Source: an optimization exercise on an open RTL-to-GDS flow (aim: small area, a short achievable clock period and few clock cycles). Production flows keep margins and buffers that such runs may drop.
RTL that was checked went through simulation tests only; none was proved equivalent to the original.
No activity file was given, so power comes from the tool's default toggle rates.

==> flow/design.v (excerpt) <==
module LMFE ( clk, reset, Din, in_en, busy, out_valid, Dout, mem_cen, mem_wen, mem_addr, mem_d, mem_q);
input   clk;
input   reset;
input   in_en;
output  busy;
output  out_valid;
input   [7:0]  Din;
output  [7:0]  Dout;
output  mem_cen;
output  mem_wen;
output  [9:0]  mem_addr;
output  [7:0]  mem_d;
input   [7:0]  mem_q;
localparam S_PRE = 2'd0, S_RUN = 2'd1, S_FIN = 2'd2;
reg  [1:0]  state;
reg  [14:0] ldpos;       
reg  [2:0]  k;           
reg         busy_r, outv_r, cen_r, wen_r, seldin_r, accf;
reg  [9:0]  addr_r;
reg  [7:0]  din_r, dout_r;
assign busy      = busy_r;
assign out_valid = outv_r;
assign Dout      = dout_r;
assign mem_cen   = cen_r;
assign mem_wen   = wen_r;
assign mem_addr  = addr_r;
assign mem_d     = din_r;
wire [7:0] row6  = ldpos[14:7];
wire [6:0] ldcol = ldpos[6:0];
wire run = (state == S_RUN);
wire pre = (state == S_PRE);
wire [8:0] rr = {1'b0, row6} + {6'b0, k} - 9'd6;
wire rr_ok = ~rr[8] & ~rr[7];
  reg [7:0] P0;
  reg [7:0] P1;
  reg [7:0] P2;
  reg [7:0] P3;
  reg [7:0] P4;
  reg [7:0] P5;
  reg [7:0] P6;
  reg [7:0] P7;
  reg [7:0] P8;
  reg [7:0] P9;
  reg [7:0] P10;
  reg [7:0] P11;
  reg [7:0] P12;
  reg [7:0] P13;
  reg [7:0] P14;
  reg [7:0] P15;
  reg [7:0] P16;
  reg [7:0] P17;
  reg [7:0] P18;
  reg [7:0] P19;
  reg [7:0] P20;
  reg [7:0] P21;
  reg [7:0] P22;
  reg [7:0] P23;
  reg [7:0] P24;
  reg [7:0] P25;
  reg [7:0] P26;
  reg [7:0] P27;
  ...
For scale: about 720 flip-flops, about 49 I/O pins.
Settings: LEC_CHECK=0, CAP_MARGIN=20, CORE_MARGIN=2, CORE_UTILIZATION=40, CTS_BUF_LIST=sky130_fd_sc_hd__clkbuf_16, CTS_CLUSTER_DIAMETER=120, CTS_CLUSTER_SIZE=30, SETUP_SLACK_MARGIN=3.3, SLEW_MARGIN=20; clock period 6.0 ns.
standard.sh (not shown) runs the stock make flow with config.mk's settings and CLKGATE_MAP_FILE= SYNTH_SCRIPT=/design/flow/synth_recipe.tcl, a recipe that flattens the netlist after the stock synthesis.
==> flow/flow/run.sh <==
#!/bin/bash
# The standard layout (the standard.sh, unchanged synthesis script and
# settings from config.mk), except that Yosys does not extract full-adder
# cells: with ADDER_MAP_FILE empty, ORFS's synth.tcl skips extract_fa, so ABC
# maps the adder trees from plain gates (faster than sky130 fa_1 cells).
# Registers are unaffected.
set -euo pipefail
export ADDER_MAP_FILE=
bash standard.sh > standard.log 2>&1
Testbench counts at the start, summed over its fixed seeds: cycles 1,381,296.
Edit:
--- a/flow/config.mk
+++ b/flow/config.mk
@@ -11,5 +11,5 @@
 export CTS_BUF_LIST = sky130_fd_sc_hd__clkbuf_16
-export CTS_CLUSTER_DIAMETER = 120
+export CTS_CLUSTER_DIAMETER = 60
 export CTS_CLUSTER_SIZE = 30
-export SETUP_SLACK_MARGIN = 3.3
+export SETUP_SLACK_MARGIN = 2.9
 export SLEW_MARGIN = 20
The changed run finished clean.
Synthesized area stays the same.
Setup slack degrades by 230 ps.
Design area went down by 1.3%.
Core utilization went down by 0.59 points.
Sequential cell count is unchanged.
Register-to-register slack degrades by 230 ps.
Global-route usage hardly moves.
Sequential power hardly moves.
Critical path depth went down by 3.
Maximum frequency went down by about 8%.
Edit:
--- a/flow/config.mk
+++ b/flow/config.mk
@@ -9,3 +9,3 @@
 export CORE_MARGIN = 2
-export CORE_UTILIZATION = 40
+export CORE_UTILIZATION = 55
 export CTS_BUF_LIST = sky130_fd_sc_hd__clkbuf_16
@@ -13,3 +13,3 @@
 export CTS_CLUSTER_SIZE = 30
-export SETUP_SLACK_MARGIN = 2.9
+export SETUP_SLACK_MARGIN = 3.3
 export SLEW_MARGIN = 20
What happened:
- total power shrinks by about 0.6%
- routed wire length rose by about 3.2%
- cell count came out lower by 5.6%
- worst hold slack stays flat
- clock power decreases by about 2%
- worst setup slack gains 230 ps
- non-clock buffer count is higher by 42
- via count went up by 1.1%
Edit:
--- a/flow/config.mk
+++ b/flow/config.mk
@@ -9,3 +9,3 @@
 export CORE_MARGIN = 2
-export CORE_UTILIZATION = 55
+export CORE_UTILIZATION = 30
 export CTS_BUF_LIST = sky130_fd_sc_hd__clkbuf_16
After rerunning: Synthesized cell count does not change. Flip-flop and latch count does not change. Setup slack got worse by 8.6 ps. Via count goes up by 0.71%. Fmax goes down by 0.32%. Sequential power hardly moves. Critical path depth goes up by 1. Register-to-register slack stays flat. Clock skew goes up by 3.8 ps. Power goes down by 2.4%.
Edit:
==> flow/flow/run.sh (replaced) <==
#!/bin/bash
# The standard layout (the standard.sh, unchanged synthesis script and
# settings from config.mk), with two changes to how cells are chosen:
# - ADDER_MAP_FILE is empty, so ORFS's synth.tcl skips extract_fa and ABC maps
#   the adder trees from plain gates (faster than sky130 fa_1 cells);
# - every input and output port still gets its own buffer, but a buf_4
#   instead of the clkdlybuf4s50_1 delay cell buffer_ports picks by default.
# Registers are unaffected.
set -euo pipefail
export ADDER_MAP_FILE=
export BUFFER_PORTS_ARGS="-buffer_cell sky130_fd_sc_hd__buf_4"
bash standard.sh > standard.log 2>&1
--- a/flow/config.mk
+++ b/flow/config.mk
@@ -9,3 +9,3 @@
 export CORE_MARGIN = 2
-export CORE_UTILIZATION = 30
+export CORE_UTILIZATION = 40
 export CTS_BUF_LIST = sky130_fd_sc_hd__clkbuf_16
After rerunning: Global-route usage is higher by 3.2 points. Core utilization goes up by 11 points. Sequential cell count stays the same. Routed wire length is about the same. Cell count went down by about 9%. Sequential power is about the same. Synthesized area is unchanged. Die area drops by 25%. Total power went up by about 2%. Clock-buffer cell count grows by 2. Non-clock buffer count climbs by 9.
Edit:
==> flow/flow/run.sh (replaced) <==
#!/bin/bash
# The standard layout (the standard.sh, unchanged synthesis script and
# settings from config.mk), except that Yosys does not extract full-adder
# cells: with ADDER_MAP_FILE empty, ORFS's synth.tcl skips extract_fa, so ABC
# maps the adder trees from plain gates (faster than sky130 fa_1 cells).
# Registers are unaffected.
set -euo pipefail
export ADDER_MAP_FILE=
bash standard.sh > standard.log 2>&1
--- a/flow/config.mk
+++ b/flow/config.mk
@@ -11,3 +11,3 @@
 export CTS_BUF_LIST = sky130_fd_sc_hd__clkbuf_16
-export CTS_CLUSTER_DIAMETER = 60
+export CTS_CLUSTER_DIAMETER = 75
 export CTS_CLUSTER_SIZE = 30
Effect: First-iteration DRC count falls by a little under a tenth; via count falls slightly; final area barely changes; clock power falls by roughly a tenth; die area stays the same; register-to-register slack barely changes; routed wire length rises slightly; cell count falls slightly; sequential share of layout area hardly moves.

========
Another version of the RTL of LMFE (not shown whole).
Size: about 1,600 cells after synthesis, roughly 720 flip-flops, ~49 I/O pins, roughly 22,000 µm² of cells after synthesis.
==> flow/config.mk <==
export PLATFORM = sky130hd
export DESIGN_NAME = LMFE
export DESIGN_NICKNAME = LMFE
export VERILOG_FILES = /design/flow/design.v
export SDC_FILE = /design/flow/constraint.sdc
export NUM_CORES = 4
export LEC_CHECK = 0
export CAP_MARGIN = 20
export CORE_MARGIN = 2
export CORE_UTILIZATION = 40
export SETUP_SLACK_MARGIN = 3.0
export SLEW_MARGIN = 20
==> flow/constraint.sdc <==
create_clock -name core_clock -period 6.0 [get_ports {clk}]
set_input_delay 1.2000 -clock core_clock [delete_from_list [all_inputs] [get_ports {clk}]]
set_output_delay 1.2000 -clock core_clock [all_outputs]
set_load 0.01 [all_outputs]
run.sh (not shown) runs the stock make flow with config.mk's settings and CLKGATE_MAP_FILE= SYNTH_SCRIPT=/design/flow/synth_recipe.tcl, a recipe that flattens the netlist after the stock synthesis.
Stock flow here: none of the scripts above is used.
The starting point completed with no timing, DRC or antenna violations.
Edit:
--- a/flow/config.mk
+++ b/flow/config.mk
@@ -10 +10,3 @@
-export CORE_UTILIZATION = 40
+export CORE_UTILIZATION = 60
+export CTS_BUF_LIST = sky130_fd_sc_hd__clkbuf_4
+export CTS_CLUSTER_SIZE = 30
Via count came out higher by 4.3%.
Wire length shrinks by about 4%.
Utilization rises by 23 points.
Die area falls by about 33%.
First-iteration DRC count goes down by 8.0%.
Global-route usage rose by 7.0 points.
Edit:
--- a/flow/config.mk
+++ b/flow/config.mk
@@ -11,2 +11 @@
-export CTS_BUF_LIST = sky130_fd_sc_hd__clkbuf_4
-export CTS_CLUSTER_SIZE = 30
+export CTS_BUF_LIST = sky130_fd_sc_hd__clkbuf_8
After rerunning:
- The changed run passed the timing, DRC and antenna checks
- core utilization grows by 1.3 points
- final area rose by 1.8%
- global-route usage is about the same
- register-to-register slack loses 30 ps
- fmax falls by 0.89%
Function was not checked in any run of this note: the RTL went through the layout flow alone.

========
Setup of the reference run:
Another version of the RTL of LMFE (not shown whole).
Size in the first run: ~880 flip-flops, about 49 I/O pins, about 26000 um^2 of cells after synthesis.
make LEC_CHECK=0 CAP_MARGIN=20 CORE_MARGIN=2 CORE_UTILIZATION=40 SETUP_SLACK_MARGIN=3.0 SLEW_MARGIN=20 finish   # period 6.0 ns
The reference run completed; timing, DRC and antenna clean
Changes in the trial run relative to the reference run:
-- flow/config.mk --
<<< the reference run, line 9
export CORE_MARGIN = 2
export CORE_UTILIZATION = 40
export SETUP_SLACK_MARGIN = 3.0
export SLEW_MARGIN = 20
>>> the trial run, line 9
export CORE_MARGIN = 2
export CORE_UTILIZATION = 40
export SETUP_SLACK_MARGIN = 3.5
export SLEW_MARGIN = 20
==> comparison <==
When the trial run is measured against the reference run, its clock buffer count in the final layout turns out 5 higher.
The run showing the smaller TritonCTS buffer count is the trial run.
Compared to the reference run, the trial run shows a wider setup margin.
Diff the reference run -> the trial run: remaining antenna violation count roughly the same, headroom to the max-slew limit moved up.
Function was not checked in any run of this note: the RTL went through the layout flow alone.

========
Another version of the RTL of LMFE (not shown whole).
Size in the first run: roughly 1600 cells after synthesis, roughly 780 flip-flops, roughly 49 I/O pins, roughly 0.023 sq mm of cells after synthesis.
// LMFE
module LMFE ( clk, reset, Din, in_en, busy, out_valid, Dout, mem_cen, mem_wen, mem_addr, mem_d, mem_q);
input   clk;
input   reset;
input   in_en;
output  busy;
output  out_valid;
input   [7:0]  Din;
output  [7:0]  Dout;
output  mem_cen;
output  mem_wen;
output  [9:0]  mem_addr;
output  [7:0]  mem_d;
input   [7:0]  mem_q;
localparam S_PRE = 2'd0, S_RUN = 2'd1, S_FIN = 2'd2;
reg  [1:0]  state;
reg  [14:0] ldpos;       
reg  [2:0]  k;           
reg         busy_r, outv_r, cen_r, wen_r;
reg  [9:0]  addr_r;
reg  [7:0]  din_r, dout_r;
reg         seldin_r;
assign busy      = busy_r;
assign out_valid = outv_r;
assign Dout      = dout_r;
assign mem_cen   = cen_r;
assign mem_wen   = wen_r;
assign mem_addr  = addr_r;
assign mem_d     = din_r;
wire [7:0] row6  = ldpos[14:7];
wire [6:0] ldcol = ldpos[6:0];
wire run = (state == S_RUN);
wire pre = (state == S_PRE);
wire [8:0] rr = {1'b0, row6} + {6'b0, k} - 9'd7;
wire rr_ok = ~rr[8] & ~rr[7];
  reg [7:0] P0;
  reg [7:0] P1;
  reg [7:0] P2;
  reg [7:0] P3;
  reg [7:0] P4;
  reg [7:0] P5;
  reg [7:0] P6;
  reg [7:0] P7;
  reg [7:0] P8;
  reg [7:0] P9;
  reg [7:0] P10;
  reg [7:0] P11;
  reg [7:0] P12;
  reg [7:0] P13;
  reg [7:0] P14;
  reg [7:0] P15;
  reg [7:0] P16;
  reg [7:0] P17;
  reg [7:0] P18;
  reg [7:0] P19;
  reg [7:0] P20;
  reg [7:0] P21;
  reg [7:0] P22;
  reg [7:0] P23;
  reg [7:0] P24;
  reg [7:0] P25;
  reg [7:0] P26;
  reg [7:0] P27;
  reg [7:0] P28;
  reg [7:0] P29;
  reg [7:0] P30;
  reg [7:0] P31;
  reg [7:0] P32;
  reg [7:0] P33;
  reg [7:0] P34;
  reg [7:0] P35;
  reg [7:0] P36;
  reg [7:0] P37;
  reg [7:0] P38;
  reg [7:0] P39;
  reg [7:0] P40;
  reg [7:0] P41;
  reg [7:0] P42;
  reg [7:0] P43;
  reg [7:0] P44;
  reg [7:0] P45;
  reg [7:0] P46;
  reg [7:0] P47;
  reg [7:0] P48;
  reg [7:0] P49;
  reg [7:0] P50;
  reg [7:0] P51;
  reg [7:0] P52;
  reg [7:0] P53;
  reg [7:0] P54;
  reg [7:0] P55;
  reg [7:0] P56;
  reg [7:0] P57;
  reg [7:0] P58;
  reg [7:0] P59;
  reg [7:0] P60;
  reg [7:0] P61;
  reg [7:0] P62;
  reg [7:0] P63;
  reg [7:0] P64;
  ...
==> flow/config.mk <==
export PLATFORM = sky130hd
export DESIGN_NAME = LMFE
export DESIGN_NICKNAME = LMFE
export VERILOG_FILES = /design/flow/design.v
export SDC_FILE = /design/flow/constraint.sdc
export NUM_CORES = 4
export LEC_CHECK = 0
export CAP_MARGIN = 20
export CORE_MARGIN = 2
export CORE_UTILIZATION = 40
export SETUP_SLACK_MARGIN = 2.5
export SLEW_MARGIN = 20
==> flow/constraint.sdc <==
create_clock -name core_clock -period 6.0 [get_ports {clk}]
set_input_delay 1.2000 -clock core_clock [delete_from_list [all_inputs] [get_ports {clk}]]
set_output_delay 1.2000 -clock core_clock [all_outputs]
set_load 0.01 [all_outputs]
Testbench counts at the start, summed over its fixed seeds: cycles 1,577,964.
Rerun with:
- SETUP_SLACK_MARGIN: 2.5 -> unset
Non-clock buffer count drops by 49.
Core utilization drops by 3.1 points.
Worst setup slack is worse by 0.91 ns.
First-iteration DRC count drops by 39%.
Wire length drops by about 15%.
Cell area drops by 6.2%.
Maximum frequency drops by about 20%.

static timing again, ports no longer ideal:
In the flow no input, the clock included, has a driving cell. The finished layouts below were timed again as built, in two steps. Step 1 (the two cells are an assumption about what drives the block):
set clk [get_ports {clk}]
set_driving_cell -lib_cell sky130_fd_sc_hd__clkbuf_16 $clk
set_driving_cell -lib_cell sky130_fd_sc_hd__buf_2 [delete_from_list [all_inputs] $clk]
Step 2 adds t to the input delays and takes it off the output delays; t is the mean of the earliest and latest rising clock arrival at the registers after step 1. Input paths then give back, and output paths get back, about the clock's delay inside the block. a / b / c = ideal ports / drivers / drivers and shift; a / b = the first two.
| run | t (ns) | setup WS [ns] | pins driven straight from the clock port |
|---|---|---|---|
| the first run of note 1 | 0.656 | 3.317 / 3.317 / 2.789 | 1 |
| the second run of note 1 | 0.636 | 3.089 / 3.052 / 2.703 | 1 |
| the third run of note 1 | 0.633 | 3.324 / 3.291 / 2.755 | 1 |
| the fourth run of note 1 | 0.635 | 3.315 / 3.285 / 2.818 | 1 |
| the fifth run of note 1 | 0.650 | 3.294 / 3.294 / 3.054 | 1 |
| the sixth run of note 1 | 0.633 | 3.295 / 3.295 / 2.892 | 1 |
| the first run of note 2 | 0.649 | 2.826 / 2.826 / 2.555 | 1 |
| the second run of note 2 | 0.855 | 2.801 / 2.801 / 2.635 | 1 |
| the third run of note 2 | 0.703 | 2.772 / 2.772 / 2.641 | 1 |
| the reference run | 0.684 | 3.072 / 3.013 / 2.583 | 1 |
| the trial run | 0.681 | 3.314 / 3.314 / 2.902 | 1 |
| the first run of note 4 | 0.659 | 2.282 / 2.282 / 2.282 | 1 |
| the second run of note 4 | 0.651 | 1.373 / 1.373 / 1.373 | 1 |
After both steps setup and hold are still met in every run listed. The setup slack of the third run of note 1, which loses most, moves by -0.033 ns with the drivers and by -0.569 ns with both steps.
